From an optimization exercise on the open Yosys and OpenROAD flow, aimed at small area, a short achievable clock period and few clock cycles; shortcuts taken in it are not production practice. In this exercise RTL edits were held to simulation tests only and were not proved equivalent to the original. Power is estimated from default activity; no workload was simulated.

==> flow/design.v <==
module soma
(
    input clock, reset, start, op,
    input [31:0] data_a, data_b,
    output [31:0] data_o,
    output busy, ready
);
    wire [24:0] v_d;
    wire rnd_d, sgn_d;
    wire [7:0] e_d;
    soma_add add (.op(op), .a(data_a), .b(data_b),
                  .v(v_d), .rnd(rnd_d), .e(e_d), .sgn(sgn_d));
    reg [24:0] v_q;
    reg rnd_q, sgn_q;
    reg [7:0] e_q;
    always @(posedge clock or posedge reset) begin
        if (reset) begin
            v_q <= 25'd0;
            rnd_q <= 1'b0;
            e_q <= 8'd0;
            sgn_q <= 1'b0;
        end else if (start) begin
            v_q <= v_d;
            rnd_q <= rnd_d;
            e_q <= e_d;
            sgn_q <= sgn_d;
        end
    end
    soma_norm norm (.v(v_q), .rnd(rnd_q), .e(e_q), .sgn(sgn_q), .o(data_o));
    assign ready = 1'b1;
    assign busy = 1'b0;
endmodule
module soma_add
(
    input op,
    input [31:0] a, b,
    output [24:0] v,
    output rnd,
    output [7:0] e,
    output sgn
);
    wire [7:0] ea = a[30:23], eb = b[30:23];
    wire sa = a[31], sb = b[31];
    wire [8:0] dab = {1'b0, ea} - {1'b0, eb};
    wire [7:0] dba = eb - ea;
    wire e_lt = dab[8];
    wire e_eq = (ea == eb);
    wire f_gt = a[22:0] > b[22:0];
    wire abig = ~e_lt & (~e_eq | f_gt);
    wire [7:0] d = e_lt ? dba : dab[7:0];
    wire sub = (op != (sa == sb));
    wire dD = e_lt ? (dba >= 8'd233) : (dab[7:0] >= 8'd233);
    wire regB = ~dD & (d >= 8'd105);   
    wire sel_a = e_eq ? f_gt : ~e_lt ^ dD;
    wire [23:0] P = sel_a ? {1'b1, a[22:0]} : {1'b1, b[22:0]};
    wire [23:0] ai = {1'b1, a[22:0]} ^ {24{sub}};
    wire [23:0] bi = {1'b1, b[22:0]} ^ {24{sub}};
    wire [23:0] Qi = sel_a ? bi : ai;
    wire [7:0] eP = sel_a ? ea : eb;
    wire [7:0] eS = e_lt ? ea : eb;
    wire [7:0] sh = sel_a ? dab[7:0] : dba;
    wire [6:0] dn = ~d[6:0];           
    reg [23:0] mask;
    integer i;
    always @* begin
        for (i = 0; i < 24; i = i + 1)
            mask[i] = ~regB | (~d[7] & (dn >= i));
    end
    wire [23:0] Pm = P & mask;
    wire zero_p = regB & ~|Pm;
    reg [22:0] zs;
    always @* begin
        zs[0] = (d <= 8'd129);
        for (i = 1; i < 23; i = i + 1)
            zs[i] = ({1'b0, d} <= 9'd104 + i);
    end
    wire spec = zero_p | (dD & sub);
    wire [22:0] frac_s = sub ? (dD ? 23'h7FFFFF : zs) : 23'd0;
    wire [7:0] exp_s = sub ? eS + 8'd104 : eS;
    wire sh_big = |sh[7:5];
    wire [24:0] fill = {25{sub}};
    wire [24:0] rin = (sh_big | (dD & sub)) ? fill : {Qi, sub};
    wire [24:0] s16 = sh[4] ? {fill[15:0], rin[24:16]} : rin;
    wire [24:0] s8 = sh[3] ? {fill[7:0], s16[24:8]} : s16;
    wire [24:0] s4 = sh[2] ? {fill[3:0], s8[24:4]} : s8;
    wire [24:0] s2 = sh[1] ? {fill[1:0], s4[24:2]} : s4;
    wire [24:0] sout = sh[0] ? {fill[0], s2[24:1]} : s2;
    wire allone = ~sh_big & (~sh[4] | &rin[15:0]) & (~sh[3] | &s16[7:0])
                & (~sh[2] | &s8[3:0]) & (~sh[1] | &s4[1:0]) & (~sh[0] | s2[0]);
    wire [25:0] X;
    soma_ks26 adder (.x({1'b0, spec ? {1'b1, frac_s} : Pm, 1'b0}),
                     .y({sub, sout}),
                     .ci(sub & (spec | allone)), .s(X));
    assign v = X[25:1];
    assign rnd = ~spec & X[0] & (d > 8'd2) & ~dD;
    assign e = (spec ? exp_s : eP) - 8'd24;
    assign sgn = (sa == sb) ? (op ? sa : (abig ? sa : ~sb))
                            : (op ? (abig ? sa : sb) : sa);
endmodule
module soma_norm
(
    input [24:0] v,
    input rnd,
    input [7:0] e,
    input sgn,
    output [31:0] o
);
    wire [4:0] lz;                     
    soma_lz32 lzc (.x({v, 7'h40}), .n(lz));
    wire [24:0] sv = v << lz;
    wire [22:0] inc = (v[24] ? v[23:1] : v[22:0]) + {22'd0, rnd};
    wire [22:0] frac = (v[24] | v[23]) ? inc : {sv[23:2], rnd};
    wire [4:0] p1 = 5'd25 - lz;
    wire [7:0] ex = e + {3'd0, p1};
    assign o = {sgn, ex, frac};
endmodule
module soma_lz32 (input [31:0] x, output [4:0] n);
    wire [15:0] v1;
    wire [15:0] z1;
    genvar i;
    generate
        for (i = 0; i < 16; i = i + 1) begin : l1
            assign v1[i] = x[2*i+1] | x[2*i];
            assign z1[i] = ~x[2*i+1];
        end
    endgenerate
    wire [7:0] v2;
    wire [15:0] z2;
    generate
        for (i = 0; i < 8; i = i + 1) begin : l2
            assign v2[i] = v1[2*i+1] | v1[2*i];
            assign z2[2*i+1] = ~v1[2*i+1];
            assign z2[2*i] = v1[2*i+1] ? z1[2*i+1] : z1[2*i];
        end
    endgenerate
    wire [3:0] v3;
    wire [11:0] z3;
    generate
        for (i = 0; i < 4; i = i + 1) begin : l3
            assign v3[i] = v2[2*i+1] | v2[2*i];
            assign z3[3*i+2] = ~v2[2*i+1];
            assign z3[3*i+1:3*i] = v2[2*i+1] ? z2[4*i+3:4*i+2] : z2[4*i+1:4*i];
        end
    endgenerate
    wire [1:0] v4;
    wire [7:0] z4;
    generate
        for (i = 0; i < 2; i = i + 1) begin : l4
            assign v4[i] = v3[2*i+1] | v3[2*i];
            assign z4[4*i+3] = ~v3[2*i+1];
            assign z4[4*i+2:4*i] = v3[2*i+1] ? z3[6*i+5:6*i+3] : z3[6*i+2:6*i];
        end
    endgenerate
    assign n = {~v4[1], v4[1] ? z4[7:4] : z4[3:0]};
endmodule
module soma_ks26 (input [25:0] x, y, input ci, output [25:0] s);
    wire [25:0] p = x ^ y;
    wire [25:0] g = x & y;
    reg [25:0] G [0:5];
    reg [25:0] Pp [0:5];
    integer k, i, j;
    always @* begin
        G[0] = {g[25:1], g[0] | (p[0] & ci)};
        Pp[0] = p;
        for (k = 1; k <= 5; k = k + 1) begin
            for (i = 0; i < 26; i = i + 1) begin
                j = ((i >> (k - 1)) << (k - 1)) - 1;
                if (((i >> (k - 1)) & 1) == 1) begin
                    G[k][i] = G[k-1][i] | (Pp[k-1][i] & G[k-1][j]);
                    Pp[k][i] = Pp[k-1][i] & Pp[k-1][j];
                end else begin
                    G[k][i] = G[k-1][i];
                    Pp[k][i] = Pp[k-1][i];
                end
            end
        end
    end
    assign s = p ^ {G[5][24:0], ci};
endmodule
==> flow/flow/run.sh <==
#!/bin/bash
set -euo pipefail
bash standard.sh ADDER_MAP_FILE= "BUFFER_PORTS_ARGS=-buffer_cell sky130_fd_sc_hd__buf_2" finish > make.log 2>&1
==> flow/standard.sh <==
#!/bin/bash
# synth_recipe.tcl (not shown) runs the flow's synth.tcl, then flattens the netlist and writes it again
# the make line also repeats each setting of config.mk as NAME=value (left out here)
make -C /OpenROAD-flow-scripts/flow DESIGN_CONFIG=/design/flow/config.mk WORK_HOME=/design/flow/orfs CLKGATE_MAP_FILE= SYNTH_SCRIPT=/design/flow/synth_recipe.tcl "${@:-finish}"
==> flow/config.mk <==
export PLATFORM = sky130hd
export DESIGN_NAME = soma
export DESIGN_NICKNAME = soma
export VERILOG_FILES = /design/flow/design.v
export SDC_FILE = /design/flow/constraint.sdc
export NUM_CORES = 4
export LEC_CHECK = 0
export ABC_AREA = 1
export CAP_MARGIN = 0
export CORE_MARGIN = 2
export CORE_UTILIZATION = 55
export SETUP_SLACK_MARGIN = 1.4
export SLEW_MARGIN = 0
==> flow/constraint.sdc <==
create_clock -name core_clock -period 8.0 [get_ports {clock}]
set_input_delay 1.6000 -clock core_clock [delete_from_list [all_inputs] [get_ports {clock}]]
set_output_delay 1.6000 -clock core_clock [all_outputs]
set_load 0.01 [all_outputs]
==> summary.txt <==
CTS
  – Insertion delay of the later-clocked pin in the worst-skew pair: 0.28 ns
  – Cell chosen for the clock root: sky130_fd_sc_hd__clkbuf_16
  – Total CTS buffers: 5
  – Max Root-Sink Buffers: 2
  – CTS sink count: 35
  – Htree depth: 2
  – Clock transition at the registers of the reported paths: 0.05 ns
  – TritonCTS clock tree: yes

STA
  – Worst rel slew slack: 20.0%
  – Final-report setup violation count: 0
  – RSZ-0062 raised after global routing: false
  – Final Max Tran Viols: 0
  – Worst-case clock skew: 0 ns
  – Achievable clock frequency: 162 MHz
  – Hold Vio Cnt, Final: 0
  – Ratio of final minimum period to clock period: 77.1%
  – Hold WS: 0.497 ns
  – Worst-margin pin slew: 1.18 ns
  – Final period demand of the worst path: 6.17 ns
  – Aggregate negative setup slack: 0 ns
  – Setup ws final: 1.83 ns

Status
  – Run status: finished clean

Floorplan
  – Horiz. Die Dim: 142 µm
  – Count of boundary I/O pins: 102
  – Die Y: 142 µm
  – Core area: 18700 µm²
  – Die area: 20200 µm²
  – Starting Density: 56.0%
  – Placement Rows: 50

Detailed routing
  – DR WL/cell: 15.5 µm
  – First-pass iteration count of the detailed router: 8
  – Violation count after the first detailed-routing iteration: 1831
  – Vias after detailed routing: 13900
  – Drt total wl: 37.1 mm
  – ANT nets after route: 0
  – # DRC: 0
  – Via density per instance: 5.79

Placement
  – Area after DPL: 10900 µm²
  – Post-Place Worst Slack: 1.03 ns
  – Number of buffers added on ports: 99
  – Placed wire-length estimate: 29.6 mm
  – Final weighted congestion of routability-driven global placement: 1.00

GRT
  – First-pass GRT wire length: 59.4 mm
  – Vias in the first global route: 12100
  – Remaining global-route overflow: 0
  – Pin count of the biggest net entering global routing: 56
  – Number of antenna violations at the first check in global routing: 0
  – Overall routing resource usage: 36.0%

Critical path
  – Largest fanout on the critical path: 24
  – Critical path capture point type: output port
  – Capturing point of the worst reg2reg path: v_q[24]
  – CP Depth: 41
  – R2R setup slack: 6.98 ns
  – Number of buffer and inverter stages on the critical path: 16
  – Endpoint required time on the critical path: 6.40 ns
  – Critical path type: register to output port
  – Kind of launch point of the worst setup path: register
  – Setup crit end: data_o[22]
  – Arrival time at the worst endpoint: 4.57 ns
  – Worst r2r src: v_q[24]
  – CP Launch Point: v_q[24]
  – Cell with the biggest individual delay on the critical path: sky130_fd_sc_hd__dfrtp_2
  – Cell family with most CP delay: simple AND/OR/NAND/NOR gates
  – Worst R2R Path Depth: 4
  – Delay of the slowest cell on the worst path: 0.44 ns

Finish
  – Area Overhead vs Synth: 8.61%
  – Diode count: 0
  – Count of fill cells added during filler insertion: 2036
  – Most common cell after layout, fill and taps aside: sky130_fd_sc_hd__nand2_1
  – Share of final-layout standard cells stronger than drive strength 1: 12.4%
  – Nets@finish: 2234
  – Design area: 11400 µm²
  – Commonest cells after routing, fill and taps aside: sky130_fd_sc_hd__nand2_1, sky130_fd_sc_hd__nand3_1, sky130_fd_sc_hd__inv_1

Logic synthesis
  – Distinct cell type count of the synthesized netlist: 62
  – Mean Syn Cell Area: 4.94 µm²
  – Number of warnings printed during yosys synthesis: 5
  – Sequential-to-total area share from yosys stat: 8.36%
  – Share of flip-flops with an asynchronous set or reset after synthesis: 100%
  – Count of flip-flops with a built-in enable after synthesis: 0
  – Number of flip-flops and latches in the synthesized netlist: 35
  – Most used flip-flop cell after synthesis: sky130_fd_sc_hd__dfrtp_1
  – Gate count after technology mapping: 2121
  – Mapped cell area: 10500 µm²
  – Nets in the synthesized netlist: 2189

Power and ir drop
  – Static leakage: 6.19 nW
  – P per Cell Area: 335 nW/µm²
  – Maximum VDD drop: 0.129 mV

Min path
  – Worst hold path class: register to register

Job
  – Reported max-cap violation count: 0
sequential cells by signal, indices dropped and copies added, names as in the netlist:
name	count
e_q	8
rnd_q	1
sgn_q	1
v_q	25
worst register-to-register path, stage by stage (launching register included):
cell and delay, ns:
sky130_fd_sc_hd__dfrtp_2 0.44, sky130_fd_sc_hd__buf_4 0.15, sky130_fd_sc_hd__clkbuf_16 0.17, sky130_fd_sc_hd__nand2_1 0.08, sky130_fd_sc_hd__nand2_1 0.07
worst min path at each step:
stage	slack [ns]	depth (start not counted)	startpoint	endpoint
5_1_grt	0.52	2	e_q[3]	e_q[3]
4_1_cts	0.49	2	e_q[3]	e_q[3]
6_report	0.50	2	e_q[3]	e_q[3]
3_5_place_dp	0.48	2	e_q[3]	e_q[3]
3_3_place_gp	0.47	2	e_q[4]	e_q[4]
2_1_floorplan	0.45	2	sgn_q	sgn_q
repair_timing:
item	CTS	global route
endpoints found under the setup margin	31	44
hold buffers	0	0
gates resized for setup	9	40
gates cloned	1	3
setup buffers	0	14
pin swaps	0	8
final cells by class:
type / instances / area, µm² / area share (%)
Tap cell: 234 / 293 / 2.57
Sequential cell: 35 / 877 / 7.71
Inverter: 238 / 901 / 7.92
Timing Repair Buffer: 130 / 791 / 6.95
Clock buffer: 6 / 139 / 1.22
Timing Repair inverter: 1 / 7.51 / 0.0660
Clock inverter: 1 / 5.00 / 0.0440
Multi-Input combinational cell: 1755 / 8360 / 73.5
Yosys cell counts (all sizes together) (4+ instances only):
master / n / area, µm²
a32o: 4 / 40.0
a21boi: 5 / 37.5
xor2: 10 / 87.6
o211ai: 24 / 180
nor3: 13 / 70.1
nor2: 164 / 664
nand3: 344 / 1750
buf: 54 / 363
o221ai: 5 / 43.8
clkbuf: 41 / 154
xnor2: 6 / 52.6
dfrtp: 35 / 876
clkinv: 6 / 22.5
nand4: 20 / 125
o22ai: 8 / 50.1
mux2i: 5 / 50.1
o21ai: 190 / 1000
a31oi: 15 / 93.8
a21o: 7 / 52.6
nand3b: 10 / 75.1
nand2: 843 / 3290
inv: 232 / 873
or2: 12 / 75.1
a21oi: 38 / 220
nor4: 4 / 25.0
power breakdown:
part | leakage, nW | internal (mW) | switching, mW
clock | 0.0727 | 0.121 | 0.0695
combinational | 5.70 | 1.07 | 2.20
sequential | 0.419 | 0.255 | 0.0874
kinds of logic (layout without fill, tap and decap cells):
family | Yosys count | in the layout | share of synthesized area, %
multiplexers | 5 | 5 | 0.478
flip-flops | 35 | 35 | 8.36
other | 2 | 2 | 0.0717
buffers and inverters | 333 | 376 | 13.5
AND/OR/NAND/NOR | 1412 | 1413 | 58.1
XOR/XNOR | 16 | 16 | 1.34
AO/OA/AOI/OAI | 318 | 319 | 18.1
per-layer routing:
| layer | GRT usage (%) | vias up | share of wire (%) |
|---|---|---|---|
| met5 | 0 | - | 0 |
| met4 | 6.53 | 0 | 1.8 |
| met3 | 7.03 | 70 | 10 |
| met2 | 58.1 | 631 | 44 |
| met1 | 50.3 | 6193 | 44 |
| li1 | - | 7005 | - |
metrics by stage:
stage | util, % | power [mW] | instances
5_1_grt | 60.8 | 4.23 | 2400
4_1_cts | 59.2 | 3.66 | 2383
2_1_floorplan | - | 2.66 | 2121
6_report | 60.8 | 3.81 | 2400
3_5_place_dp | 58.2 | 3.44 | 2375
3_3_place_gp | 58.2 | 3.43 | 2375
Testbench counts, summed over its fixed seeds: cycles 3,208.

-- separate check: timing with driven ports --
Ports are ideal in the flow. The routed layout listed here was re-timed in OpenROAD. Step 1 (the two cells are an assumption about what drives the block):
set clk [get_ports {clock}]
set_driving_cell -lib_cell sky130_fd_sc_hd__clkbuf_16 $clk
set_driving_cell -lib_cell sky130_fd_sc_hd__buf_2 [delete_from_list [all_inputs] $clk]
Step 2 also shifts input and output timing later by t, the mid clock arrival at the registers, as if the neighbouring blocks saw the same clock. Slacks: no drivers / after step 1 / after step 2; pairs: no drivers / after step 1.
t, ns: 0.314
setup slack, ns: 1.834 / 1.795 / 1.595
hold slack, ns: 0.497 / 0.497 / 0.497
latest minus earliest clock arrival (ns): 0.004 / 0.004
worst register clock-pin slew, ns: 0.05 / 0.05
After both steps this run still meets setup and hold. The setup slack of this run moves by -0.039 ns with the drivers and by -0.239 ns with both steps.
